Background: an optimization exercise with open tools, aiming at small area. Do not read the settings as production practice.
At most, simulation tests tie the RTL to the original design; equivalence was not proved.
Power figures rest on the tool's default switching activity, not on a simulated workload.

// vga_controller
module vga_controller(
    input clk,
    input rst,
    input [15:0] data,
    input en,
    output h_sync,
    output v_sync,
    output red0,
    output red1,
    output green0,
    output green1,
    output blue0,
    output blue1
    );
Size in the first run: roughly 27 I/O pins, ~0.012 mm^2 of cells after synthesis.
==> flow/config.mk <==
export PLATFORM = sky130hd
export DESIGN_NAME = vga_controller
export DESIGN_NICKNAME = vga_controller
export VERILOG_FILES = /design/flow/design.v
export SDC_FILE = /design/flow/constraint.sdc
export NUM_CORES = 4
export LEC_CHECK = 0
export CAP_MARGIN = 20
export CORE_MARGIN = 2
export CORE_UTILIZATION = 30
export SLEW_MARGIN = 20
==> flow/constraint.sdc <==
create_clock -name core_clock -period 10.0 [get_ports {clk}]
set_input_delay 2.0000 -clock core_clock [delete_from_list [all_inputs] [get_ports {clk}]]
set_output_delay 2.0000 -clock core_clock [all_outputs]
set_load 0.01 [all_outputs]
standard.sh (not shown) runs the stock make flow with config.mk's settings and CLKGATE_MAP_FILE= SYNTH_SCRIPT=/design/flow/synth_recipe.tcl, a recipe that flattens the netlist after the stock synthesis.
==> flow/flow/run.sh <==
#!/bin/bash
# Own flow: the standard layout (standard.sh) with three changes:
#  - synthesis maps the logic with an area-oriented ABC script (abc_area.script) and without
#    Yosys's adder extraction; everything before ABC, and so every register, is the standard
#    synthesis's;
#  - clock tree: smaller clusters of clkbuf cells and no dummy loads (cts.args);
#  - port buffers: the cell named in port_buffer.txt.
# Each tool's log stays under orfs/logs/; make's output goes to flow_make.log.
set -euo pipefail
W=$PWD
F=$(cd "$(dirname "${BASH_SOURCE[0]}")" && pwd)
export MY_ABC_SCRIPT=$F/abc_area.script
export CTS_ARGS="$(cat "$F/cts.args")"
export BUFFER_PORTS_ARGS="-buffer_cell $(cat "$F/port_buffer.txt")"
{
  head -n 1 synth_recipe.tcl
  cat <<'TCL'
proc abc {args} {
  set i [lsearch -exact $args -script]
  if {$i >= 0} { set args [lreplace $args [expr {$i + 1}] [expr {$i + 1}] $::env(MY_ABC_SCRIPT)] }
  yosys abc {*}$args
}
TCL
  tail -n +2 synth_recipe.tcl
} > "$W/area_synth.tcl"
sed "s#SYNTH_SCRIPT=[^ ]*#SYNTH_SCRIPT=$W/area_synth.tcl ADDER_MAP_FILE=#" standard.sh > "$W/area_standard.sh"
grep -q "SYNTH_SCRIPT=$W/area_synth.tcl ADDER_MAP_FILE=" "$W/area_standard.sh"
bash "$W/area_standard.sh" finish > "$W/flow_make.log" 2>&1
test -s out/final.def
==> flow/flow/abc_area.script <==
&get -n
&st
&dc2
&deepsyn -T 120
&dch
&nf -R 1000
&put
==> flow/flow/cts.args <==
-sink_clustering_enable -repair_clock_nets -dont_use_dummy_load -buf_list sky130_fd_sc_hd__clkbuf_8 -sink_clustering_size 16 -sink_clustering_max_diameter 80
==> flow/flow/port_buffer.txt <==
sky130_fd_sc_hd__buf_1
Edit:
==> flow/flow/abc_area.script (replaced) <==
&get -n
&st
&dc2
&dch
&nf -R 1000
&put
=>
- sequential cell count is unchanged
- global-route usage rose by 0.29 points
- routed wire length rose by 5.7%
- worst hold slack degrades by 30 ps
- total power rose by 2.1%
- maximum frequency fell by 9.1%
Edit:
==> flow/flow/cts.args (replaced) <==
-sink_clustering_enable -repair_clock_nets -dont_use_dummy_load -buf_list {sky130_fd_sc_hd__clkbuf_4 sky130_fd_sc_hd__clkbuf_8} -sink_clustering_size 14 -sink_clustering_max_diameter 70
Effect: Design area hardly moves. Non-clock buffer count stays the same. Wire length is higher by 0.34%. Critical path depth does not change. Area after synthesis does not change.

---

Starting RTL as in the previous note.
// vga_controller
module vga_controller(
    input clk,
    input rst,
    input [15:0] data,
    input en,
    output h_sync,
    output v_sync,
    output red0,
    output red1,
    output green0,
    output green1,
    output blue0,
    output blue1
    );
wire [5:0] a;
wire [2:0] b, p;
wire [9:0] y;
wire [287:0] SIPO;
wire [4:0] lim;
vga_sync sync_50M(.clk(clk), .rst(rst), .h_sync(h_sync), .v_sync(v_sync),
                  .a(a), .b(b), .p(p), .y_counter(y));
array_shifter myshift(.data(data), .en(en), .clk(clk), .rst(rst), .SIPO(SIPO), .lim(lim));
wire text_row = (y >= 10'd124) && (y <= 10'd131);
wire [17:0] ws;
genvar k;
generate for (k = 0; k < 18; k = k + 1) begin : g_ws
  assign ws[k] = (a == k + 6);
end endgenerate
reg [15:0] wd;
integer i;
always @* begin
  wd = 16'd0;
  for (i = 0; i < 18; i = i + 1)
    wd = wd | (SIPO[16*i +: 16] & {16{ws[i]}});
end
wire [3:0] nib = ((wd[15:12] & {4{b == 3'd0}}) | (wd[11:8] & {4{b == 3'd1}}) |
                  (wd[7:4] & {4{b == 3'd2}}) | (wd[3:0] & {4{b == 3'd3}})) & {4{{1'b0, a} >= lim}};
wire [4:0] fcode;
char_pos u_chr(.a(a[1:0]), .b(b), .code(fcode));
wire in_digits = (a >= 6'd6) && (a <= 6'd23);
wire is_comma = b[2];
wire in_fixed = (a >= 6'd3) && (a <= 6'd5);
wire [4:0] ncode = !text_row ? 5'd31 :
                   in_digits ? (!is_comma ? {1'b0, nib} : (a != 6'd23) ? 5'd16 : 5'd31) :
                   in_fixed ? fcode : 5'd31;
reg [4:0] code;
reg pix;
wire gpix;
num_pos u_num(.code(code), .yl(y[2:0]), .pp(p), .pix(gpix));
always @(posedge clk)
  if (rst) begin
    code <= 5'd31; pix <= 1'b0;
  end else begin
    if (p == 3'd2) code <= ncode;
    pix <= gpix;
  end
assign green0 = pix;
  ...
Settings: LEC_CHECK=0, CAP_MARGIN=10, CORE_MARGIN=2, CORE_UTILIZATION=30, SLEW_MARGIN=10; clock period 10.0 ns.
==> flow/flow/abc_area.script <==
&get -n
&st
&dc2
&dch
&nf -R 1000
&put
==> flow/flow/cts.args <==
-sink_clustering_enable -repair_clock_nets -dont_use_dummy_load -buf_list sky130_fd_sc_hd__clkbuf_8 -sink_clustering_size 16 -sink_clustering_max_diameter 80
Scripts as last shown in full above: flow/flow/run.sh, flow/flow/port_buffer.txt
Edit:
--- a/flow/config.mk
+++ b/flow/config.mk
@@ -7,5 +7,6 @@
 export LEC_CHECK = 0
-export CAP_MARGIN = 10
+export CAP_MARGIN = 20
 export CORE_MARGIN = 2
-export CORE_UTILIZATION = 30
-export SLEW_MARGIN = 10
+export CORE_UTILIZATION = 55
+export PLACE_DENSITY = 0.7
+export SLEW_MARGIN = 20
What happened: The new run passed the timing, DRC and antenna checks; global-route usage rose by 11 points; critical path depth does not change; clock skew climbs by 0.0091 ns; via count rises by 1.3%; wire length falls by 5.7%; combinational power goes down by about 2%; utilization increases by 27 points.

---

Setup of alpha:
Another version of the RTL of vga_controller (not shown whole).
Size in the first run: about 27 I/O pins, ~0.013 mm2 of cells after synthesis.
clock: 10.0 ns
lec_check: 0
cap_margin: 20
core_margin: 2
core_utilization: 30
slew_margin: 20
==> flow/flow/cts.args <==
-sink_clustering_enable -repair_clock_nets -dont_use_dummy_load -buf_list sky130_fd_sc_hd__clkbuf_4 -sink_clustering_size 10 -sink_clustering_max_diameter 60
==> flow/flow/port_buffer.txt <==
sky130_fd_sc_hd__buf_2
Scripts as last shown in full above: flow/flow/run.sh, flow/flow/abc_area.script
Modified inputs, beta compared to alpha
==> flow/flow/cts.args <==
-sink_clustering_enable -repair_clock_nets -dont_use_dummy_load -buf_list sky130_fd_sc_hd__clkbuf_8 -sink_clustering_size 16 -sink_clustering_max_diameter 80
==> flow/flow/port_buffer.txt <==
sky130_fd_sc_hd__buf_1
Findings:
In summary, beta completed successfully, with a layout that passed the timing, DRC and antenna checks.
Lower post-route clock period utilization among alpha and beta: alpha
Against alpha, beta comes in about 1.3% higher on global-route wire length before repair.
Least setup slack across all paths after layout: beta < alpha
Status: cell area reported after detailed placement parity (alpha, beta)
Side by side, met2 wirelength from detailed routing turned out higher in beta than in alpha.
Transition time of the tightest slew-check pin: beta vs alpha up 0.058 ns
Any difference in via count between alpha and beta is small enough to ignore.
Clock skew ends up lower on beta.
Routed via count divided by cell count up about 0.7% in beta wrt alpha
No run of this note included a check of the RTL's function; only the layout flow was run.

---

vga_controller, a different RTL version from the one above (not shown whole).
For scale: ~320 flip-flops, roughly 27 I/O pins.
## vga_controller
module vga_controller(
    input clk,
    input rst,
    input [15:0] data,
    input en,
    output h_sync,
    output v_sync,
    output red0,
    output red1,
    output green0,
    output green1,
    output blue0,
    output blue1
    );
clock: 10.0 ns
lec_check: 0
cap_margin: 20
core_margin: 2
core_utilization: 30
cts_buf_list: sky130_fd_sc_hd__clkbuf_4
slew_margin: 20
run.sh (not shown) runs the stock make flow with config.mk's settings and CLKGATE_MAP_FILE= SYNTH_SCRIPT=/design/flow/synth_recipe.tcl, a recipe that flattens the netlist after the stock synthesis.
Stock flow here: none of the scripts above is used.
Next try:
==> flow/flow/run.sh (new file) <==
#!/bin/bash
# Own flow: the standard layout (standard.sh), except that synthesis maps the logic with
# an area-oriented ABC script. Everything before ABC, and so every register, is the standard
# synthesis's. Each tool's log stays under orfs/logs/; make's output goes to flow_make.log.
set -euo pipefail
W=$PWD
F=$(cd "$(dirname "${BASH_SOURCE[0]}")" && pwd)
export MY_ABC_SCRIPT=$F/abc_area.script
{
  head -n 1 synth_recipe.tcl
  cat <<'TCL'
proc abc {args} {
  set i [lsearch -exact $args -script]
  if {$i >= 0} { set args [lreplace $args [expr {$i + 1}] [expr {$i + 1}] $::env(MY_ABC_SCRIPT)] }
  yosys abc {*}$args
}
TCL
  tail -n +2 synth_recipe.tcl
} > "$W/area_synth.tcl"
sed "s#SYNTH_SCRIPT=[^ ]*#SYNTH_SCRIPT=$W/area_synth.tcl#" standard.sh > "$W/area_standard.sh"
grep -q "SYNTH_SCRIPT=$W/area_synth.tcl" "$W/area_standard.sh"
bash "$W/area_standard.sh" finish > "$W/flow_make.log" 2>&1
test -s out/final.def
==> flow/flow/abc_area.script (new file) <==
&get -n
&st
&dch
&nf -R 1000
&put
==> flow/standard.sh (new file) <==
#!/bin/bash
# synth_recipe.tcl (not shown) runs the flow's synth.tcl, then flattens the netlist and writes it again
# the make line also repeats each setting of config.mk as NAME=value (left out here)
make -C /OpenROAD-flow-scripts/flow DESIGN_CONFIG=/design/flow/config.mk WORK_HOME=/design/flow/orfs CLKGATE_MAP_FILE= SYNTH_SCRIPT=/design/flow/synth_recipe.tcl "${@:-finish}"
removed: flow/run.sh
Worst setup slack degrades by 0.22 ns.
Design area decreases by about 3.7%.
Utilization increases by 0.70 points.
Synthesized cell count decreases by 11%.
Sequential share of layout area increases by 2.2 points.

-- what the ideal ports hide --
The flow's constraints put no driver on any port. The routed layouts listed below were extracted and timed again, unchanged, in two steps. Step 1 sets driving cells, clkbuf_16 on the clock port and buf_2 on the other inputs (assumed; they add their load-dependent delay and slew). Step 2, shift: input delay + t, output delay - t, t = (earliest + latest rising clock arrival at the registers) / 2. This alone moves slack from input paths to output paths. a / b / c = ideal / step 1 / step 2; a / b = the first two.
run	t, ns	setup slack, ns	worst setup path at the end	worst register clock-pin slew, ns	cell pins on the clock port's net
the first run of note 1	0.590	6.414 / 6.435 / 5.845	input to register	0.13 / 0.13	1
the second run of note 1	0.593	6.054 / 6.076 / 5.483	input to register	0.10 / 0.10	1
the third run of note 1	0.610	6.100 / 6.122 / 5.512	input to register	0.10 / 0.10	1
the first run of note 2	0.593	6.054 / 6.076 / 5.483	input to register	0.10 / 0.10	1
the second run of note 2	0.585	5.988 / 6.004 / 5.419	input to register	0.10 / 0.10	1
alpha	0.674	6.188 / 6.179 / 5.505	input to register	0.12 / 0.12	1
beta	0.593	6.143 / 6.165 / 5.572	input to register	0.11 / 0.11	1
the first run of note 4	0.774	6.269 / 6.222 / 5.961	input to register	0.08 / 0.08	1
the second run of note 4	0.742	6.054 / 6.054 / 6.028	input to register	0.08 / 0.08	1
After both steps every run listed still meets setup and hold. For alpha, which loses most, drivers alone change the setup slack by -0.009 ns; drivers and shift together by -0.683 ns.
